Source: an optimization exercise on an open RTL-to-GDS flow (aim: small area, a short achievable clock period and few clock cycles per item). Production flows keep margins and buffers that such runs may drop.
The RTL was checked by simulation tests, not by an equivalence proof against the original design.
Power figures rest on the tool's default switching activity, not on a simulated workload.

build 18:
// booth
module booth(clk, rst, inp, mtpr, mtpd, done, adds, subs, prod);
For scale: about 2400 cells after synthesis, ~130 flip-flops, roughly 140 I/O pins, about 0.027 mm² of cells after synthesis.
clock: 6.0 ns
lec_check: 0
cap_margin: 20
core_margin: 2
core_utilization: 40
place_density: 0.6
setup_slack_margin: 0.9
slew_margin: 20
standard.sh (not shown) runs the stock make flow with config.mk's settings and CLKGATE_MAP_FILE= SYNTH_SCRIPT=/design/flow/synth_recipe.tcl, a recipe that flattens the netlist after the stock synthesis.
==> flow/flow/run.sh <==
#!/bin/bash
# The standard layout (standard.sh) with two changes:
#  - synthesis runs Yosys's synth with -noabc, so the early "abc -fast" does not remap the
#    generated adder trees before extract_fa; the full adders then come out without the
#    inverters that the remapped polarity needs. Everything else in the synthesis script
#    (synth_recipe.tcl, ORFS synth.tcl, flatten, renaming) is unchanged, so are the registers.
#  - the port buffers that global placement inserts are sky130_fd_sc_hd__buf_4 instead of
#    the delay cell buffer_ports picks by default.
# Each tool's output goes to its own log in this folder (make's to flow_make.log; ORFS
# keeps per-step logs under orfs/logs).
set -euo pipefail
here=$(pwd)
sed 's/yosys synth -nofsm -noshare /yosys synth -nofsm -noshare -noabc /' synth_recipe.tcl > my_synth.tcl
grep -q -- '-noabc' my_synth.tcl
sed "s#SYNTH_SCRIPT=[^ ]*#SYNTH_SCRIPT=$here/my_synth.tcl#" standard.sh > my_standard.sh
grep -q "SYNTH_SCRIPT=$here/my_synth.tcl" my_standard.sh
export BUFFER_PORTS_ARGS="-buffer_cell sky130_fd_sc_hd__buf_4"
bash my_standard.sh > flow_make.log 2>&1
Testbench counts of build 18, summed over its fixed seeds: cycles 2,400, items 2,400.
The following lists how build 46 was set up differently from build 18:
Settings: SETUP_SLACK_MARGIN: 0.9 -> 2.0.
Findings:
From build 18 to build 46 the numbers moved as follows: combined area of the multi-input logic cells rose 17%; iteration count of the initial detailed-routing pass went up by 1; total vias in the final route increased by 2596 relative to the old numbers.
From build 18 to build 46 the numbers moved as follows: total power consumption of the routed design +about 21%, post-route standard cell area excluding fillers +25%.
The following lists how build 27 was set up differently from build 46:
Settings: SETUP_SLACK_MARGIN changed from 2.0 to 0.3.
### Flow results
Timing, DRC, antenna: 0 failures across build 27 and build 46. Clock share of power delta for build 27 relative to build 46: 0.8 points higher. Build 27 vs build 46: final total power down by more than 10%. Between build 27 and build 46, it is build 27 whose hold slack is higher, by 0.018 ns. Going from build 46 to build 27, the sequential cell area share was found to have gone up by 2.7 points. Comparing setup slack at placement for build 27 and build 46, the smaller number came from build 27. in2reg as the class of the most critical setup path was reported by build 27, and reg2out by build 46. met1 global-route usage for build 27 is lower than for build 46. Relative to build 46, number of global-route vias before repair has gone down in build 27.


booth again, from the RTL that the note above started with.
## booth
module booth(clk, rst, inp, mtpr, mtpd, done, adds, subs, prod);
    input clk;
    input rst;
    input inp;
    input [31:0] mtpr;
    input [31:0] mtpd;
    output reg done;
    output [5:0] adds;
    output [5:0] subs;
    output [63:0] prod;
    wire [31:0] x = {mtpr[30:0], 1'b0};
    wire [30:0] tr = x[30:0] ^ x[31:1];
    wire [4:0] tc;
    wire m_0 = mtpr[0] ^ 1'b0;
    wire m_1 = (mtpr[1] & ~mtpr[0] & ~1'b0) | (~mtpr[1] & mtpr[0] & 1'b0);
    wire m_2 = (((m_0 & mtpd[0]) | (m_1 & 1'b0)) ^ mtpr[1]);
    wire m_3 = (((m_0 & mtpd[1]) | (m_1 & mtpd[0])) ^ mtpr[1]);
    wire m_4 = (((m_0 & mtpd[2]) | (m_1 & mtpd[1])) ^ mtpr[1]);
    wire m_5 = (((m_0 & mtpd[3]) | (m_1 & mtpd[2])) ^ mtpr[1]);
    wire m_6 = (((m_0 & mtpd[4]) | (m_1 & mtpd[3])) ^ mtpr[1]);
    wire m_7 = (((m_0 & mtpd[5]) | (m_1 & mtpd[4])) ^ mtpr[1]);
    wire m_8 = (((m_0 & mtpd[6]) | (m_1 & mtpd[5])) ^ mtpr[1]);
    wire m_9 = (((m_0 & mtpd[7]) | (m_1 & mtpd[6])) ^ mtpr[1]);
    wire m_10 = (((m_0 & mtpd[8]) | (m_1 & mtpd[7])) ^ mtpr[1]);
  ...
==> flow/config.mk <==
export PLATFORM = sky130hd
export DESIGN_NAME = booth
export DESIGN_NICKNAME = booth
export VERILOG_FILES = /design/flow/design.v
export SDC_FILE = /design/flow/constraint.sdc
export NUM_CORES = 4
export LEC_CHECK = 0
export ABC_AREA = 1
export CAP_MARGIN = 20
export CORE_MARGIN = 2
export CORE_UTILIZATION = 40
export PLACE_DENSITY = 0.6
export SETUP_SLACK_MARGIN = 1.2
export SLEW_MARGIN = 20
==> flow/constraint.sdc <==
create_clock -name core_clock -period 6.0 [get_ports {clk}]
set_input_delay 1.2000 -clock core_clock [delete_from_list [all_inputs] [get_ports {clk}]]
set_output_delay 1.2000 -clock core_clock [all_outputs]
set_load 0.01 [all_outputs]
Scripts as last shown in full above: flow/flow/run.sh
Testbench counts at the start, summed over its fixed seeds: cycles 2,400, items 2,400.
Rerun with:
--- a/flow/flow/run.sh
+++ b/flow/flow/run.sh
@@ -7 +7 @@
-#  - the port buffers that global placement inserts are sky130_fd_sc_hd__buf_4 instead of
+#  - the port buffers that global placement inserts are sky130_fd_sc_hd__buf_2 instead of
@@ -17 +17 @@
-export BUFFER_PORTS_ARGS="-buffer_cell sky130_fd_sc_hd__buf_4"
+export BUFFER_PORTS_ARGS="-buffer_cell sky130_fd_sc_hd__buf_2"
- ABC_AREA: 1 -> unset
- SETUP_SLACK_MARGIN: 1.2 -> 0.9
=> The new run ran to the end with no violations; flip-flop and latch count does not change; non-clock buffer count came out lower by 129; die area fell by a few percent; synthesized area drops by a few percent; power falls by a few percent.
Rerun with:
--- a/flow/flow/run.sh
+++ b/flow/flow/run.sh
@@ -7 +7 @@
-#  - the port buffers that global placement inserts are sky130_fd_sc_hd__buf_2 instead of
+#  - the port buffers that global placement inserts are sky130_fd_sc_hd__buf_4 instead of
@@ -17 +17 @@
-export BUFFER_PORTS_ARGS="-buffer_cell sky130_fd_sc_hd__buf_2"
+export BUFFER_PORTS_ARGS="-buffer_cell sky130_fd_sc_hd__buf_4"
- SETUP_SLACK_MARGIN: 0.9 -> 0.8
- design area shrinks by 1.2%
- sequential power barely changes
- global-route usage drops by 0.17 points
- routed wire length came out lower by 1.8%
- first-iteration DRC count increases by about 8%
- core utilization goes down by 0.51 points
- die area does not change
- sequential share of layout area climbs by 0.15 points
- total power rises by about 1%
- flip-flop and latch count stays the same
- maximum frequency fell by about 0.34%
Rerun with:
- SETUP_SLACK_MARGIN: 0.8 -> 1.0
Outcome: The new run ran to the end with no violations. Count of clock-buffer cells in the layout is lower by 1. Via count barely changes. First-iteration DRC count fell by roughly a tenth. Routed wire length grows by a few percent. Core utilization went up by 1.4 points. Total power climbs by a few percent. Combinational power rises by a few percent. Area after synthesis is unchanged. Maximum frequency climbs slightly. Global-route usage rises by 0.58 points. Setup slack improves by 0.075 ns.


Starting RTL as in the previous note.
Settings: LEC_CHECK=0, CAP_MARGIN=20, CORE_MARGIN=2, CORE_UTILIZATION=40, PLACE_DENSITY=0.6, SETUP_SLACK_MARGIN=1.2, SLEW_MARGIN=20; clock period 6.0 ns.
==> flow/flow/run.sh <==
#!/bin/bash
# The standard layout (standard.sh) with two changes:
#  - synthesis runs Yosys's synth with -noabc, so the early "abc -fast" does not remap the
#    generated adder trees before extract_fa; the full adders then come out without the
#    inverters that the remapped polarity needs. Everything else in the synthesis script
#    (synth_recipe.tcl, ORFS synth.tcl, flatten, renaming) is unchanged, so are the registers.
#  - the port buffers that global placement inserts are sky130_fd_sc_hd__buf_4 instead of
#    the delay cell buffer_ports picks by default.
# Each tool's output goes to its own log in this folder (make's to flow_make.log; ORFS
# keeps per-step logs under orfs/logs).
set -euo pipefail
here=$(pwd)
sed 's/yosys synth -nofsm -noshare /yosys synth -nofsm -noshare -noabc /' synth_recipe.tcl > my_synth.tcl
grep -q -- '-noabc' my_synth.tcl
sed "s#SYNTH_SCRIPT=[^ ]*#SYNTH_SCRIPT=$here/my_synth.tcl#" standard.sh > my_standard.sh
grep -q "SYNTH_SCRIPT=$here/my_synth.tcl" my_standard.sh
export BUFFER_PORTS_ARGS="-buffer_cell sky130_fd_sc_hd__buf_4"
bash my_standard.sh > flow_make.log 2>&1
Testbench counts at the start, summed over its fixed seeds: cycles 2,400, items 2,400.
Rerun with:
Settings changed: CORE_UTILIZATION 40 to 55, PLACE_DENSITY 0.6 to 0.7, SETUP_SLACK_MARGIN 1.2 to 0.3.
After rerunning: Routed wire length drops by 18%; non-clock buffer count drops by 69; maximum frequency drops by 7.1%; combinational power drops by 14%; first-iteration DRC count drops by 13%; clock-buffer cell count climbs by 2; final cell count drops by 9.0%; synthesized area stays the same; global-route usage climbs by 5.1 points; worst setup slack loses 390 ps; hold slack gains 240 ps.


booth again, from the RTL that the note above started with.
clock: 6.0 ns
lec_check: 0
cap_margin: 20
core_margin: 2
core_utilization: 40
place_density: 0.6
setup_slack_margin: 1.5
slew_margin: 20
Scripts as last shown in full above: flow/flow/run.sh
The baseline ran to the end with no violations.
Testbench counts at the start, summed over its fixed seeds: cycles 2,400, items 2,400.
==> next run, changes <==
--- a/flow/config.mk
+++ b/flow/config.mk
@@ -7,0 +8 @@
+export ABC_AREA = 1
@@ -12 +13 @@
-export SETUP_SLACK_MARGIN = 1.5
+export SETUP_SLACK_MARGIN = 0.9
The changed run ran to the end with no violations.
Wire length fell by about a fifth.
Total power fell by about a fifth.
Die area rose by a few percent.
Utilization fell by 10 points.
Via count fell by a few percent.
Sequential cell count does not change.
Synthesized area rose by a few percent.

[static timing again, ports no longer ideal]
In the flow no input, the clock included, has a driving cell. The finished layouts below were timed again as built, in two steps. Step 1 assumes that a clkbuf_16 drives the clock port and a buf_2 every other input. Step 2 also shifts input and output timing later by t, the mid clock arrival at the registers, as if the neighbouring blocks saw the same clock. Slacks: ideal ports / drivers / drivers and shift; pairs: ideal ports / drivers.
run	t, ns	slack for setup (ns)	worst hold slack (ns)	slew at the worst register clock pin (ns)
build 18	0.540	0.990 / 0.959 / 0.418	0.950 / 0.923 / 1.464	0.06 / 0.06
build 46	0.561	1.089 / 1.016 / 0.606	1.136 / 1.084 / 1.646	0.06 / 0.06
build 27	0.544	0.593 / 0.610 / 0.065	1.154 / 1.113 / 1.657	0.06 / 0.06
the first run of note 2	0.552	1.182 / 1.158 / 0.607	0.994 / 0.975 / 1.527	0.06 / 0.06
the second run of note 2	0.543	0.928 / 0.880 / 0.337	1.014 / 0.981 / 1.524	0.08 / 0.08
the third run of note 2	0.534	0.911 / 0.919 / 0.395	1.191 / 1.154 / 1.683	0.06 / 0.06
the fourth run of note 2	0.559	0.986 / 0.920 / 0.516	0.998 / 0.963 / 1.523	0.06 / 0.06
the first run of note 3	0.556	0.907 / 0.841 / 0.509	1.085 / 1.054 / 1.609	0.06 / 0.06
the second run of note 3	0.537	0.517 / 0.516 / -0.021	1.321 / 1.286 / 1.687	0.06 / 0.06
the first run of note 4	0.562	1.046 / 0.973 / 0.560	1.134 / 1.083 / 1.645	0.06 / 0.06
the second run of note 4	0.550	0.965 / 0.951 / 0.401	0.950 / 0.915 / 1.465	0.06 / 0.06
Met with ideal ports but missed after step 2: setup timing in the second run of note 3. For the second run of note 2, which loses most, drivers alone change the setup slack by -0.048 ns; drivers and shift together by -0.591 ns.
